What follows belongs to an exercise in optimizing a design on an open flow for small area and a short achievable clock period; a production flow would make more cautious choices.
Function was checked by simulation only, so behaviour that the tests miss may differ from the original.

==> flow/design.v, too long to show whole: its modules and the start of the top module <==
// module sm_lane: 57 lines
// module sub_module16: 2676 lines
module sub_module16(
  input clk,rst,en,
  input signed [7:0] data1,data2,data3,data4,data5,data6,data7,data8,
  input signed [4:0] addr1,addr2,addr3,addr4,addr5,addr6,addr7,addr8,
  output signed [10:0] out1,out1_2,out1_3,out1_4,out1_5,out1_6,out1_7,out1_8,
  output signed [10:0] out2,out2_2,out2_3,out2_4,out2_5,out2_6,out2_7,out2_8,
  output signed [11:0] sum_out1,sum_out2,sum_out3,sum_out4,sum_out5,sum_out6,sum_out7,sum_out8,
  output signed [12:0] final_sum1,final_sum2,final_sum3,final_sum4,final_sum5,final_sum6,final_sum7,final_sum8,
  output signed [13:0] partial_sum14,partial_sum14_1,partial_sum14_2,partial_sum14_3,
  output signed [14:0] partial_sum15,partial_sum15_1,
  output signed [15:0] partial_sum16
);
  // ...
==> flow/flow/run.sh <==
#!/bin/bash
# The standard ORFS layout (standard.sh, unchanged synthesis) with two changes
# before global placement:
#  - the buffers that synthesis left in the netlist are removed, as the
#    standard flow does only when timing-driven placement is on;
#  - every port gets a sky130_fd_sc_hd__buf_1 as its buffer rather than the
#    larger cell buffer_ports picks by default (the resizer may still upsize it).
# make's whole output goes to standard.log; ORFS keeps each step's log under orfs/logs.
set -euo pipefail
work=$(pwd)
export PRE_GLOBAL_PLACE_TCL="$work/flow/pre_global_place.tcl"
export BUFFER_PORTS_ARGS="-buffer_cell sky130_fd_sc_hd__buf_1"
bash standard.sh > "$work/standard.log" 2>&1
==> flow/flow/pre_global_place.tcl <==
# Sourced by ORFS's global_place.tcl before it buffers the ports.
remove_buffers
==> flow/standard.sh <==
#!/bin/bash
# synth_recipe.tcl (not shown) runs the flow's synth.tcl, then flattens the netlist and writes it again
# the make line also repeats each setting of config.mk as NAME=value (left out here)
make -C /OpenROAD-flow-scripts/flow DESIGN_CONFIG=/design/flow/config.mk WORK_HOME=/design/flow/orfs CLKGATE_MAP_FILE= SYNTH_SCRIPT=/design/flow/synth_recipe.tcl "${@:-finish}"
==> flow/config.mk <==
export PLATFORM = sky130hd
export DESIGN_NAME = sub_module16
export DESIGN_NICKNAME = sub_module16
export VERILOG_FILES = /design/flow/design.v
export SDC_FILE = /design/flow/constraint.sdc
export NUM_CORES = 4
export LEC_CHECK = 0
export CAP_MARGIN = 20
export CORE_MARGIN = 2
export CORE_UTILIZATION = 50
export CTS_BUF_LIST = sky130_fd_sc_hd__clkbuf_4 sky130_fd_sc_hd__clkbuf_8
export GPL_TIMING_DRIVEN = 0
export PLACE_DENSITY = 0.62
export SETUP_SLACK_MARGIN = -0.2
export SLEW_MARGIN = 20
==> flow/constraint.sdc <==
create_clock -name core_clock -period 13.0 [get_ports {clk}]
set_input_delay 2.6000 -clock core_clock [delete_from_list [all_inputs] [get_ports {clk}]]
set_output_delay 2.6000 -clock core_clock [all_outputs]
set_load 0.01 [all_outputs]
==> results_tabular.tex, run 1 <==
\begin{tabular}{lr}
\hline
Metric & Value \\
\hline
\multicolumn{2}{l}{\textbf{Layout}} \\
Final \#Nets & 3,304 \\
Number of antenna diodes & 1 \\
Area taken by multi-input logic gates & 16,000 um\^{}2 \\
Fraction of area in multi-input gates & 73.6\% \\
Flip-flop and latch share of the layout cell area & 8.84\% \\
\multicolumn{2}{l}{\textbf{Critical path}} \\
Master of the slowest instance on the critical path & sky130\_fd\_sc\_hd\_\_fa\_1 \\
Sort of element at the start of the critical path & input pin \\
Max FO, Critical Path & 14 \\
\multicolumn{2}{l}{\textbf{Clock tree}} \\
CTS H-tree depth & 3 \\
Setup fix buffers added after clock tree synthesis & 0 \\
CTS clock-pin slew for the worst setup and hold paths & 0.09 ns \\
Clock net sink count & 64 \\
\multicolumn{2}{l}{\textbf{Synthesis}} \\
Summed instance area of the synthesized netlist & 20,800 um\^{}2 \\
Largest area contributor in the synthesized netlist & sky130\_fd\_sc\_hd\_\_ha\_1 \\
Dominant combinational cell family by area after synthesis & compound AO/OA/AOI/OAI gates \\
Proportion of register bits with asynchronous set or reset after synthesis & 0\% \\
\multicolumn{2}{l}{\textbf{Place}} \\
Total instance count after detailed placement & 3,429 \\
Post-place setup slack & -0.607 ns \\
Global placement routability congestion & 0.973 \\
Placement-stage cell area & 21,000 um\^{}2 \\
Post-DP HPWL & 60.4 mm \\
\multicolumn{2}{l}{\textbf{Status}} \\
Result of the run & finished clean \\
\multicolumn{2}{l}{\textbf{Detailed routing}} \\
WL met3 & 4.95 mm \\
\multicolumn{2}{l}{\textbf{Global route}} \\
Pin count of the biggest net entering global routing & 45 \\
Vias in the first global route & 18.7k \\
Grt ovf & 0 \\
\multicolumn{2}{l}{\textbf{Timing}} \\
Least-Margin Pin Slew & 0.770 ns \\
Worst hold slack after final layout & 2.33 ns \\
\hline
\end{tabular}
==> run 2: changes to the inputs <==
--- a/flow/config.mk
+++ b/flow/config.mk
@@ -10,6 +10,6 @@
 export CORE_UTILIZATION = 50
 export CTS_BUF_LIST = sky130_fd_sc_hd__clkbuf_4 sky130_fd_sc_hd__clkbuf_8
 export GPL_TIMING_DRIVEN = 0
-export PLACE_DENSITY = 0.62
+export PLACE_DENSITY = 0.7
 export SETUP_SLACK_MARGIN = -0.2
 export SLEW_MARGIN = 20
==> results_tabular.tex, run 2 <==
\begin{tabular}{lr}
\hline
Metric & Value \\
\hline
\multicolumn{2}{l}{\textbf{Place}} \\
Placement-stage cell area & 21,000 um\^{}2 (about the same) \\
\# port buffers & 576 \\
Post-place setup slack & -0.674 ns (-0.0667 ns) \\
Global placement routability congestion & 1.03 (+5.8\%) \\
Post-DP HPWL & 62.7 mm (+3.7\%) \\
\multicolumn{2}{l}{\textbf{Flow run}} \\
Maximum Capacitance Violations & 0 \\
\multicolumn{2}{l}{\textbf{Clock tree}} \\
CTS Root Cell & sky130\_fd\_sc\_hd\_\_clkbuf\_8 \\
CTS clock-pin slew for the worst setup and hold paths & 0.08 ns (about the same) \\
Total CTS buffers & 9 \\
TritonCTS clock tree & built \\
CTS hold repair buffers & 0 \\
Clock net sink count & 64 (unchanged) \\
Bufs on Longest Clock Path & 2 \\
CTS H-tree depth & 3 (unchanged) \\
\multicolumn{2}{l}{\textbf{Timing}} \\
Least-Margin Pin Slew & 1.07 ns (+0.295 ns) \\
Unrepaired setup endpoints after global routing & yes \\
Relative slew margins & 28.2\% \\
Fraction of the cycle the final worst path needs & 98.5\% \\
Worst hold slack after final layout & 2.33 ns (-0.00351 ns) \\
Final Max Tran Viols & 0 \\
Final min period & 12.80 ns \\
Min setup slack post-route & 0.198 ns \\
Maximum clock frequency & 78.1 MHz \\
Final setup viols & 0 \\
Final Hold Violating Endpoints & 0 \\
\multicolumn{2}{l}{\textbf{Critical path}} \\
Data required time at the worst endpoint & 10.40 ns \\
Max FO, Critical Path & 14 (unchanged) \\
Master of the slowest instance on the critical path & sky130\_fd\_sc\_hd\_\_fa\_1 \\
Worst stage delay on the critical path & 0.48 ns \\
Setup crit end kind & primary output \\
Crit path arrival time & 10.20 ns \\
Crit Path Category & input pin to primary output \\
Sort of element at the start of the critical path & input pin \\
\multicolumn{2}{l}{\textbf{Synthesis}} \\
Mean area per synthesized cell & 7.59 um\^{}2 \\
Summed instance area of the synthesized netlist & 20,800 um\^{}2 (unchanged) \\
Number of distinct library cells after synthesis & 67 \\
Top cells by count, synth & sky130\_fd\_sc\_hd\_\_buf\_4, sky130\_fd\_sc\_hd\_\_ha\_1, sky130\_fd\_sc\_hd\_\_nor2\_1, sky130\_fd\_sc\_hd\_\_nand2\_1, sky130\_fd\_sc\_hd\_\_a21oi\_1 \\
Fraction of synthesized cell area taken by the top area cell type & 14.8\% \\
Post-synth EDFFs & 64 \\
Top FF cell, synth & sky130\_fd\_sc\_hd\_\_edfxtp\_1 \\
Sequential share of the synthesized area & 9.22\% \\
FF+latch count, synth & 64 \\
Proportion of register bits with asynchronous set or reset after synthesis & 0\% (unchanged) \\
Synth warnings & 1 \\
Largest area contributor in the synthesized netlist & sky130\_fd\_sc\_hd\_\_ha\_1 \\
Cell count after synthesis & 2,745 \\
Cell with the most instances after synthesis & sky130\_fd\_sc\_hd\_\_buf\_4 \\
Area contributors post-synth & sky130\_fd\_sc\_hd\_\_ha\_1, sky130\_fd\_sc\_hd\_\_buf\_4, sky130\_fd\_sc\_hd\_\_edfxtp\_1 \\
\multicolumn{2}{l}{\textbf{Die}} \\
Io pins & 585 \\
Floorplan die area & 43,300 um\^{}2 \\
Die span in y & 208 um \\
Die width & 208 um \\
Initial standard-cell utilization of the core & 50.8\% \\
Placeable Area & 41,000 um\^{}2 \\
Row count & 74 \\
\multicolumn{2}{l}{\textbf{Layout}} \\
Synth-to-Final Area Change & 6.11\% \\
\# fillers & 4,050 \\
Commonest cells after routing, fill and taps aside & sky130\_fd\_sc\_hd\_\_buf\_1, sky130\_fd\_sc\_hd\_\_ha\_1, sky130\_fd\_sc\_hd\_\_nor2\_1, sky130\_fd\_sc\_hd\_\_nand2\_1, sky130\_fd\_sc\_hd\_\_a21oi\_1 \\
Final \#Nets & 3,307 (+0.091\%) \\
Area taken by multi-input logic gates & 16,300 um\^{}2 (+1.5\%) \\
Layout cell share with drive strength beyond 1 & 8.45\% \\
Finished Cell Area & 22,100 um\^{}2 \\
Utilization after layout & 53.9\% \\
Most common library cell in the layout ignoring fill and taps & sky130\_fd\_sc\_hd\_\_buf\_1 \\
Footprint of the flip-flops and latches & 1920 um\^{}2 \\
\multicolumn{2}{l}{\textbf{Global route}} \\
Pin count of the biggest net entering global routing & 42 (-6.7\%) \\
Overall track demand over capacity in global routing & 32.1\% \\
Vias in the first global route & 19.0k (+1.5\%) \\
First-pass GRT wire length & 109 mm \\
Grt ovf & 0 (unchanged) \\
Antenna violations before repair & 0 \\
\multicolumn{2}{l}{\textbf{Detailed routing}} \\
Count of routing violations after the opening detailed-route iteration & 1,524 \\
Count of vias placed by the detailed router & 20.1k \\
Number of DRC violations after detailed routing & 0 \\
WL/cell & 21.1 um \\
Number of antenna-violating nets in the routed design & 0 \\
Post-detailed-routing wire length & 73.2 mm \\
Per-cell via count in the routed design & 5.79 \\
Length of the first detailed-routing pass in iterations & 6 \\
\multicolumn{2}{l}{\textbf{Worst hold path}} \\
HP Class & input pin to flip-flop \\
\multicolumn{2}{l}{\textbf{Status}} \\
Result of the run & finished clean \\
\hline
\end{tabular}
## run 2: cell types whose count changed in the layout (fill, tap and decap cells not counted), sizes merged
cell / before / now
clkinvlp: 0 / 1
clkbuf: 35 / 32
buf: 575 / 580
diode: 1 / 2
bufinv: 0 / 3
## run 2: logic make-up (layout without fill, tap and decap cells)
| kind of cell | count (synthesis) | after routing | synth area share [%] |
|---|---|---|---|
| xor gates and xnor gates | 340 | 340 | 14.4 |
| adders and majority gates | 270 | 270 | 17.0 |
| buffers and inverters | 583 | 766 | 16.1 |
| muxes | 168 | 168 | 8.42 |
| and+or+nand+nor | 690 | 690 | 15.5 |
| DFF | 64 | 64 | 9.22 |
| other | 1 | 10 | 0.0180 |
| AOI/OAI and AO/OA | 629 | 629 | 19.3 |
## run 2: cell type report
| class | instances | area share (%) |
|---|---|---|
| multi-input combinational | 2105 | 73.5 |
| timing repair buffer | 603 | 11.2 |
| sequential | 64 | 8.69 |
| tap | 532 | 3.01 |
| inverter | 147 | 2.49 |
| clock buffer | 9 | 0.560 |
| clock inverter | 7 | 0.498 |
| antenna | 2 | 0.0226 |
## run 2: worst paths after layout
check,from,endpoint,slack (ns),depth (start not counted)
setup / recovery,addr2[4],partial_sum16[15],0.20,37
hold / removal,data4[3],l4.d[3],2.33,1
## run 2: worst max-delay path: cells and delay by family
kind / cells / cell delay, ns
fa+ha+maj: 6 / 2.19
buf+inv: 3 / 0.58
simple gates: 8 / 0.74
xor+xnor: 3 / 0.74
compound gates: 17 / 3.36
## run 2: layer usage
layer / vias up / GRT usage, % / routed length [um]
met3: 161 / 6.08 / 5400
li1: 9573 / - / -
met1: 9513 / 38.4 / 29300
met2: 830 / 55.9 / 35100
met4: 0 / 13.8 / 3410
met5: - / 0 / 0
## run 2: repair_timing
action                     4_1_cts  5_1_grt
setup endpoints to repair        6        8
setup buffers                    1       21
resized for setup               35      137
gates cloned                     0        0
pin swaps                        0       18
## run 2: per-stage QoR
stage	setup TNS, ns	cells
after floorplan	0	2752
after global placement	-272.10	3424
after detailed placement	-2.82	3429
after CTS	-0.360	3446
after global routing	-0.606	3467
final	0	3469
==> run 3: changes to the inputs <==
--- a/flow/config.mk
+++ b/flow/config.mk
@@ -7,9 +7,9 @@
 export LEC_CHECK = 0
 export CAP_MARGIN = 20
 export CORE_MARGIN = 2
-export CORE_UTILIZATION = 50
+export CORE_UTILIZATION = 45
 export CTS_BUF_LIST = sky130_fd_sc_hd__clkbuf_4 sky130_fd_sc_hd__clkbuf_8
 export GPL_TIMING_DRIVEN = 0
-export PLACE_DENSITY = 0.7
+export PLACE_DENSITY = 0.57
 export SETUP_SLACK_MARGIN = -0.2
 export SLEW_MARGIN = 20
==> results_tabular.tex, run 3 <==
\begin{tabular}{lr}
\hline
Metric & Value \\
\hline
\multicolumn{2}{l}{\textbf{Die}} \\
Row count & 78 (+5.4\%) \\
Die span in y & 219 um (+5.3\%) \\
Placeable Area & 45,600 um\^{}2 (+11\%) \\
Die width & 219 um (+5.3\%) \\
Floorplan die area & 48,100 um\^{}2 (+11\%) \\
Initial standard-cell utilization of the core & 45.7\% (-5.1 points) \\
Io pins & 585 (unchanged) \\
\multicolumn{2}{l}{\textbf{Critical path}} \\
Cell family with the largest share of critical-path delay & compound AO/OA/AOI/OAI gates \\
Setup crit end kind & primary output \\
Data required time at the worst endpoint & 10.40 ns (about the same) \\
Sort of element at the start of the critical path & input pin \\
Crit Path Category & input pin to primary output \\
Number of stages on the worst setup path & 37 (unchanged) \\
Cell repeated most along the worst path & sky130\_fd\_sc\_hd\_\_ha\_1 \\
Max FO, Critical Path & 14 (unchanged) \\
Buf/Inv on CP & 3 (unchanged) \\
Crit path arrival time & 10.15 ns (-0.05 ns) \\
Worst stage delay on the critical path & 0.42 ns (-0.06 ns) \\
Master of the slowest instance on the critical path & sky130\_fd\_sc\_hd\_\_o31a\_1 \\
\multicolumn{2}{l}{\textbf{Detailed routing}} \\
Number of antenna-violating nets in the routed design & 0 (unchanged) \\
Number of DRC violations after detailed routing & 0 (unchanged) \\
WL/cell & 20.3 um (-3.7\%) \\
Count of vias placed by the detailed router & 19.7k (-1.7\%) \\
WL met3 & 4.76 mm (-12\%) \\
Per-cell via count in the routed design & 5.59 (-3.5\%) \\
Count of routing violations after the opening detailed-route iteration & 1,236 (-19\%) \\
Post-detailed-routing wire length & 71.9 mm (-1.9\%) \\
Length of the first detailed-routing pass in iterations & 5 (-1) \\
Highest routed metal layer & met4 \\
Sum of routed wire segments on met1 & 29.5 mm (+0.83\%) \\
Wire length on met2 & 34.5 mm (-1.6\%) \\
\multicolumn{2}{l}{\textbf{Status}} \\
Result of the run & finished clean \\
\multicolumn{2}{l}{\textbf{Global route}} \\
Grt ovf & 0 (unchanged) \\
Overall track demand over capacity in global routing & 28.3\% (-3.8 points) \\
First-pass GRT wire length & 104 mm (-4.0\%) \\
Vias in the first global route & 18.6k (-2.2\%) \\
Pin count of the biggest net entering global routing & 42 (unchanged) \\
Antenna violations before repair & 2 (+2) \\
\multicolumn{2}{l}{\textbf{Timing}} \\
Fraction of the cycle the final worst path needs & 98.1\% (-0.37 points) \\
Maximum clock frequency & 78.4 MHz (+0.38\%) \\
Final Max Tran Viols & 0 (unchanged) \\
Final-layout setup total negative slack & 0 ns (unchanged) \\
Final Hold Violating Endpoints & 0 (unchanged) \\
Relative slew margins & 42.8\% (+15 points) \\
Least-Margin Pin Slew & 0.852 ns (-0.213 ns) \\
Worst hold slack after final layout & 2.34 ns (+0.00986 ns) \\
Final setup viols & 0 (unchanged) \\
Unrepaired setup endpoints after global routing & yes \\
Final min period & 12.75 ns (-0.0481 ns) \\
\multicolumn{2}{l}{\textbf{Synthesis}} \\
Post-synth EDFFs & 64 (unchanged) \\
Top FF cell, synth & sky130\_fd\_sc\_hd\_\_edfxtp\_1 \\
Cell with the most instances after synthesis & sky130\_fd\_sc\_hd\_\_buf\_4 \\
FF+latch count, synth & 64 (unchanged) \\
Summed instance area of the synthesized netlist & 20,800 um\^{}2 (unchanged) \\
Proportion of register bits with asynchronous set or reset after synthesis & 0\% (unchanged) \\
Number of distinct library cells after synthesis & 67 (unchanged) \\
Top cells by count, synth & sky130\_fd\_sc\_hd\_\_buf\_4, sky130\_fd\_sc\_hd\_\_ha\_1, sky130\_fd\_sc\_hd\_\_nor2\_1, sky130\_fd\_sc\_hd\_\_nand2\_1, sky130\_fd\_sc\_hd\_\_a21oi\_1 \\
Synth warnings & 1 (unchanged) \\
Mean area per synthesized cell & 7.59 um\^{}2 (unchanged) \\
Largest area contributor in the synthesized netlist & sky130\_fd\_sc\_hd\_\_ha\_1 \\
Cell count after synthesis & 2,745 (unchanged) \\
Fraction of synthesized cell area taken by the top area cell type & 14.8\% (unchanged) \\
Area contributors post-synth & sky130\_fd\_sc\_hd\_\_ha\_1, sky130\_fd\_sc\_hd\_\_buf\_4, sky130\_fd\_sc\_hd\_\_edfxtp\_1 \\
Sequential share of the synthesized area & 9.22\% (unchanged) \\
\multicolumn{2}{l}{\textbf{Worst hold path}} \\
HP Class & input pin to flip-flop \\
Hold Crit Depth & 1 (unchanged) \\
\multicolumn{2}{l}{\textbf{Clock tree}} \\
CTS Root Cell & sky130\_fd\_sc\_hd\_\_clkbuf\_8 \\
CTS clock-pin slew for the worst setup and hold paths & 0.09 ns (about the same) \\
Total CTS buffers & 9 (unchanged) \\
Clock net sink count & 64 (unchanged) \\
CTS H-tree depth & 3 (unchanged) \\
TritonCTS clock tree & built \\
CTS hold repair buffers & 0 (unchanged) \\
Bufs on Longest Clock Path & 2 (unchanged) \\
\multicolumn{2}{l}{\textbf{Layout}} \\
Commonest cells after routing, fill and taps aside & sky130\_fd\_sc\_hd\_\_buf\_1, sky130\_fd\_sc\_hd\_\_ha\_1, sky130\_fd\_sc\_hd\_\_nor2\_1, sky130\_fd\_sc\_hd\_\_nand2\_1, sky130\_fd\_sc\_hd\_\_a21oi\_1 \\
Utilization after layout & 48.3\% (-5.6 points) \\
Layout cell share with drive strength beyond 1 & 7.37\% (-1.1 points) \\
Final \#Nets & 3,306 (-0.030\%) \\
Most common library cell in the layout ignoring fill and taps & sky130\_fd\_sc\_hd\_\_buf\_1 \\
Footprint of the flip-flops and latches & 1920 um\^{}2 (unchanged) \\
Area taken by multi-input logic gates & 16,100 um\^{}2 (-0.78\%) \\
Synth-to-Final Area Change & 5.60\% \\
Finished Cell Area & 22,000 um\^{}2 (-0.48\%) \\
\# fillers & 4,604 (+14\%) \\
\multicolumn{2}{l}{\textbf{Flow run}} \\
Maximum Capacitance Violations & 0 (unchanged) \\
\multicolumn{2}{l}{\textbf{Place}} \\
Post-DP HPWL & 61.5 mm (-1.9\%) \\
Placement-stage cell area & 21,100 um\^{}2 (+0.41\%) \\
Global placement routability congestion & 0.970 (-5.8\%) \\
\# port buffers & 576 (unchanged) \\
\hline
\end{tabular}
==> run 3: cell counts after synthesis <==
No cell type changed its count.
==> run 3: metal layers <==
layer  vias up  track usage [%]
met4         0             12.3
met5         -                0
met2       686             48.8
li1       9583                -
met3       125             5.64
met1      9348             33.9
==> run 3: layout make-up <==
cell class                 instances  share of cell area [%]
timing repair buffer             602                    11.4
clock buffer                      10                   0.597
inverter                         147                    2.51
sequential                        64                    8.73
clock inverter                     3                  0.0568
antenna                            3                  0.0341
tap                              600                    3.41
multi-input combinational       2105                    73.3
==> run 3: per-stage QoR <==
stage          setup WS (ns)  instances
2_1_floorplan          0.968       2752
3_3_place_gp           -5.00       3492
3_5_place_dp          -0.772       3498
4_1_cts               -0.190       3513
5_1_grt               -0.280       3531
6_report               0.246       3534
==> run 3: worst paths after layout <==
| check | startpoint | slack (ns) | endpoint |
|---|---|---|---|
| min | data6[5] | 2.34 | l6.d[5] |
| max | addr1[4] | 0.25 | partial_sum16[15] |
==> run 3: logic make-up (layout without fill, tap and decap cells) <==
group,count (synthesis),after routing,synth area share (%)
compound gates,629,629,19.3
simple gates,690,690,15.5
flops,64,64,9.22
other cells,1,11,0.0180
xor+xnor,340,340,14.4
mux,168,168,8.42
fa+ha+maj,270,270,17.0
buf+inv,583,762,16.1
==> run 3: repair_timing <==
action / in CTS / in global routing
gates resized for setup: 29 / 118
cloned: 0 / 1
endpoints found under the setup margin: 6 / 8
buffers inserted: 2 / 17
pin swaps: 0 / 15

## static timing again, ports no longer ideal
Ports are ideal in the flow. The routed layouts listed here were re-timed in OpenROAD.
Step 1 (the two cells are an assumption about what drives the block):
set clk [get_ports {clk}]
set_driving_cell -lib_cell sky130_fd_sc_hd__clkbuf_16 $clk
set_driving_cell -lib_cell sky130_fd_sc_hd__buf_2 [delete_from_list [all_inputs] $clk]
Step 2 moves the port delays by t, midway between the first and last clock arrival at a register: inputs arrive t later, outputs are due t later. That takes back most of the time a late clock gives input paths.
Three values: no drivers, after step 1, after step 2; two values: the first two.
run	shift t [ns]	setup slack, ns	hold WS [ns]	worst slew at a driven data input, ns	cell pins on the clock port's net
run 1	0.475	0.264 / 0.221 / 0.221	2.330 / 2.300 / 2.774	0.07	1
run 2	0.483	0.198 / 0.154 / 0.154	2.327 / 2.297 / 2.780	0.08	1
run 3	0.472	0.246 / 0.222 / 0.222	2.336 / 2.305 / 2.777	0.10	1
After both steps every run listed still meets setup and hold. The setup slack of run 2, which loses most, moves by -0.044 ns with the drivers and by -0.044 ns with both steps.
